This is an optimization exercise on Yosys and OpenROAD, whose aim is small area and a short achievable clock period, not a production implementation. In this exercise RTL edits were held to simulation tests only and were not proved equivalent to the original.

==> job 4436 <==
==> flow/design.v (excerpt) <==
module P_MUL(
    clk,
    rst_n,
    in_1,
    in_2,
    in_3,
    in_4,
    in_valid,
    out_valid,
    out
);
clock: 9.0 ns
lec_check: 0
cap_margin: 20
core_margin: 2
core_utilization: 30
place_density: 0.5
slew_margin: 20
synth_hierarchical: 1
standard.sh (not shown) runs the stock make flow with config.mk's settings and CLKGATE_MAP_FILE= SYNTH_SCRIPT=/design/flow/synth_recipe.tcl, a recipe that flattens the netlist after the stock synthesis.
==> flow/flow/run.sh <==
#!/bin/bash
set -euo pipefail
export BUFFER_PORTS_ARGS="-buffer_cell sky130_fd_sc_hd__buf_2"
export SETUP_SLACK_MARGIN=5.8
bash standard.sh synth > synth.log 2>&1
R=orfs/results/${FLOW_PLATFORM}/P_MUL/base
LIB=${FLOW_HOME}/platforms/${FLOW_PLATFORM}/lib/sky130_fd_sc_hd__tt_025C_1v80.lib \
ODB_IN=$R/1_synth.odb ODB_OUT=$R/1_synth.odb \
  openroad -no_init -exit flow/downsize.tcl > downsize.log 2>&1
touch $R/1_synth.sdc
bash standard.sh finish > standard.log 2>&1
==> flow/flow/downsize.tcl <==
# Downsize the combinational cells that synthesis (ABC) upsized to their
# smallest (_1) variant; timing repair later upsizes only where needed.
read_liberty $::env(LIB)
read_db $::env(ODB_IN)
set n 0
foreach inst [[ord::get_db_block] getInsts] {
  set m [[$inst getMaster] getName]
  if {[regexp {^(sky130_fd_sc_hd__(a22oi|a21oi|o21ai|o22ai|a21o|o21a|xnor2|xor2|nand2|nor2|nand3|nor3|inv|and2|or2|a211oi|o211ai|a31oi|o31ai|nand2b|nor2b|mux2i|a2bb2oi|o2bb2ai|xnor3|xor3|ha|fa))_([0-9]+)$} $m -> base kind size]} {
    if {$size > 1} {
      set new [[ord::get_db] findMaster ${base}_1]
      if {$new != "NULL"} { $inst swapMaster $new; incr n }
    }
  }
}
puts "downsized $n instances"
write_db $::env(ODB_OUT)
==> job 100 (differences from job 4436) <==
==> flow/flow/run.sh (replaced) <==
#!/bin/bash
# Own layout flow: the standard layout (standard.sh: the standard synthesis
# and ORFS steps, unchanged) with two settings passed through the environment:
#  - the port buffers inserted before global placement are buf_2 cells
#    (every input and output port still gets its own buffer);
set -euo pipefail
export BUFFER_PORTS_ARGS="-buffer_cell sky130_fd_sc_hd__buf_2"
export SETUP_SLACK_MARGIN=5.8
bash standard.sh finish > standard.log 2>&1
removed: flow/flow/downsize.tcl
==> comparison table <==
quantity                                                                 job 4436         job 100
Reg-to-reg critical path startpoint                                        sa[40]           sa[6]
Count of buffers not belonging to the clock network in the layout             465             478
Cell Rows                                                                     180             186
Timing startpoint of the critical path                                     sa[40]           sa[6]
Number of cells in the finished layout apart from fillers                   9,873           10.1k
Met2 Wirelength                                                        148,000 µm      147,000 µm
Post-place instance area                                               75,900 µm²      81,300 µm²
Final core occ                                                              0.345           0.343
Post-Place Cells                                                            9,531           9,777
Layout Area Growth over Synthesis                                           14.0%           13.6%
Average wire per cell in the routed design                                38.0 µm         35.1 µm
Post-CTS setup buffer count                                                    37              28
Mean Syn Cell Area                                                       11.0 µm²        11.7 µm²
Skew-Pair Late Insertion Delay                                            0.82 ns         0.81 ns
Worst slew pin tran                                                       1.13 ns        0.999 ns
Delay of the slowest cell on the worst path                               0.91 ns         0.68 ns
Run status                                                         finished clean  finished clean
Die Wd                                                                     497 µm          512 µm
Proportion of cell area spent on the clock network                         0.0444          0.0450
First-pass GRT wire length                                             474,000 µm      477,000 µm

==> 10-12 <==
P_MUL, a different RTL version from the one above (not shown whole).
export LEC_CHECK = 0
export CAP_MARGIN = 20
export CORE_MARGIN = 2
export CORE_UTILIZATION = 30
export CTS_CLUSTER_DIAMETER = 100
export CTS_CLUSTER_SIZE = 30
export PLACE_DENSITY = 0.5
export SLEW_MARGIN = 20
export SYNTH_HIERARCHICAL = 1
create_clock -name core_clock -period 9.0 [get_ports {clk}]
==> flow/flow/run.sh <==
#!/bin/bash
# Own layout flow: the standard layout (standard.sh: the standard synthesis
# and ORFS steps, unchanged) with two settings passed through the environment:
#  - the port buffers inserted before global placement are buf_2 cells
#    (every input and output port still gets its own buffer);
set -euo pipefail
export BUFFER_PORTS_ARGS="-buffer_cell sky130_fd_sc_hd__buf_2"
export SETUP_SLACK_MARGIN=5.8
bash standard.sh finish > standard.log 2>&1
==> 10-25: changes against 10-12 <==
==> flow/flow/run.sh (replaced) <==
#!/bin/bash
set -euo pipefail
export BUFFER_PORTS_ARGS="-buffer_cell sky130_fd_sc_hd__buf_2"
export SETUP_SLACK_MARGIN=5.8
bash standard.sh synth > synth.log 2>&1
R=orfs/results/${FLOW_PLATFORM}/P_MUL/base
LIB=${FLOW_HOME}/platforms/${FLOW_PLATFORM}/lib/sky130_fd_sc_hd__tt_025C_1v80.lib \
ODB_IN=$R/1_synth.odb ODB_OUT=$R/1_synth.odb \
  openroad -no_init -exit flow/downsize.tcl > downsize.log 2>&1
touch $R/1_synth.sdc
bash standard.sh finish > standard.log 2>&1
==> flow/flow/downsize.tcl (new file) <==
# Downsize the combinational cells that synthesis (ABC) upsized to their
# smallest (_1) variant; timing repair later upsizes only where needed.
read_liberty $::env(LIB)
read_db $::env(ODB_IN)
set n 0
foreach inst [[ord::get_db_block] getInsts] {
  set m [[$inst getMaster] getName]
  if {[regexp {^(sky130_fd_sc_hd__(a22oi|a21oi|o21ai|o22ai|a21o|o21a|xnor2|xor2|nand2|nor2|nand3|nor3|inv|and2|or2|a211oi|o211ai|a31oi|o31ai|nand2b|nor2b|mux2i|a2bb2oi|o2bb2ai|xnor3|xor3|ha|fa))_([0-9]+)$} $m -> base kind size]} {
    if {$size > 1} {
      set new [[ord::get_db] findMaster ${base}_1]
      if {$new != "NULL"} { $inst swapMaster $new; incr n }
    }
  }
}
puts "downsized $n instances"
write_db $::env(ODB_OUT)
CTS_CLUSTER_DIAMETER = unset   (was 100)
CTS_CLUSTER_SIZE = unset   (was 30)
==> 08-20: changes against 10-12 <==
CTS_CLUSTER_DIAMETER = unset   (was 100)
CTS_CLUSTER_SIZE = unset   (was 30)
==> summary.txt <==
status: complete, no violations
overall routing resource usage: 24.7%
Rows: 188
RR Startpoint: one[8]
Routed met2 length: 144 mm
[end of results for 08-20]
==> summary.txt <==
Rows: 188
RR Startpoint: sa[34]
status: complete, no violations
[end of results for 10-12]
==> summary.txt <==
status: complete, no violations
RR Startpoint: two[11]
Rows: 180
[end of results for 10-25]

[separate check: timing with driven ports]
How much do the figures lean on ideal ports? The routed layouts below were timed once more, with nothing changed but the port constraints. Step 1 (the two cells are an assumption about what drives the block):
set clk [get_ports {clk}]
set_driving_cell -lib_cell sky130_fd_sc_hd__clkbuf_16 $clk
set_driving_cell -lib_cell sky130_fd_sc_hd__buf_2 [delete_from_list [all_inputs] $clk]
Step 2 also shifts input and output timing later by t, the mid clock arrival at the registers, as if the neighbouring blocks saw the same clock. a / b / c = ideal ports / drivers / drivers and shift; a / b = the first two.
run | t (ns) | slack for setup (ns) | worst register clock-pin slew, ns | worst data-port slew with drivers (ns)
job 4436 | 0.873 | 5.704 / 5.704 / 5.022 | 0.08 / 0.08 | 0.06
job 100 | 0.867 | 5.761 / 5.761 / 5.012 | 0.07 / 0.07 | 0.07
10-12 | 0.835 | 5.738 / 5.769 / 4.972 | 0.12 / 0.12 | 0.07
10-25 | 0.859 | 5.697 / 5.697 / 5.020 | 0.08 / 0.08 | 0.06
08-20 | 0.851 | 5.775 / 5.775 / 5.035 | 0.07 / 0.07 | 0.07
After both steps setup and hold are still met in every run listed. The setup slack of 10-12, which loses most, moves by +0.031 ns with the drivers and by -0.766 ns with both steps.
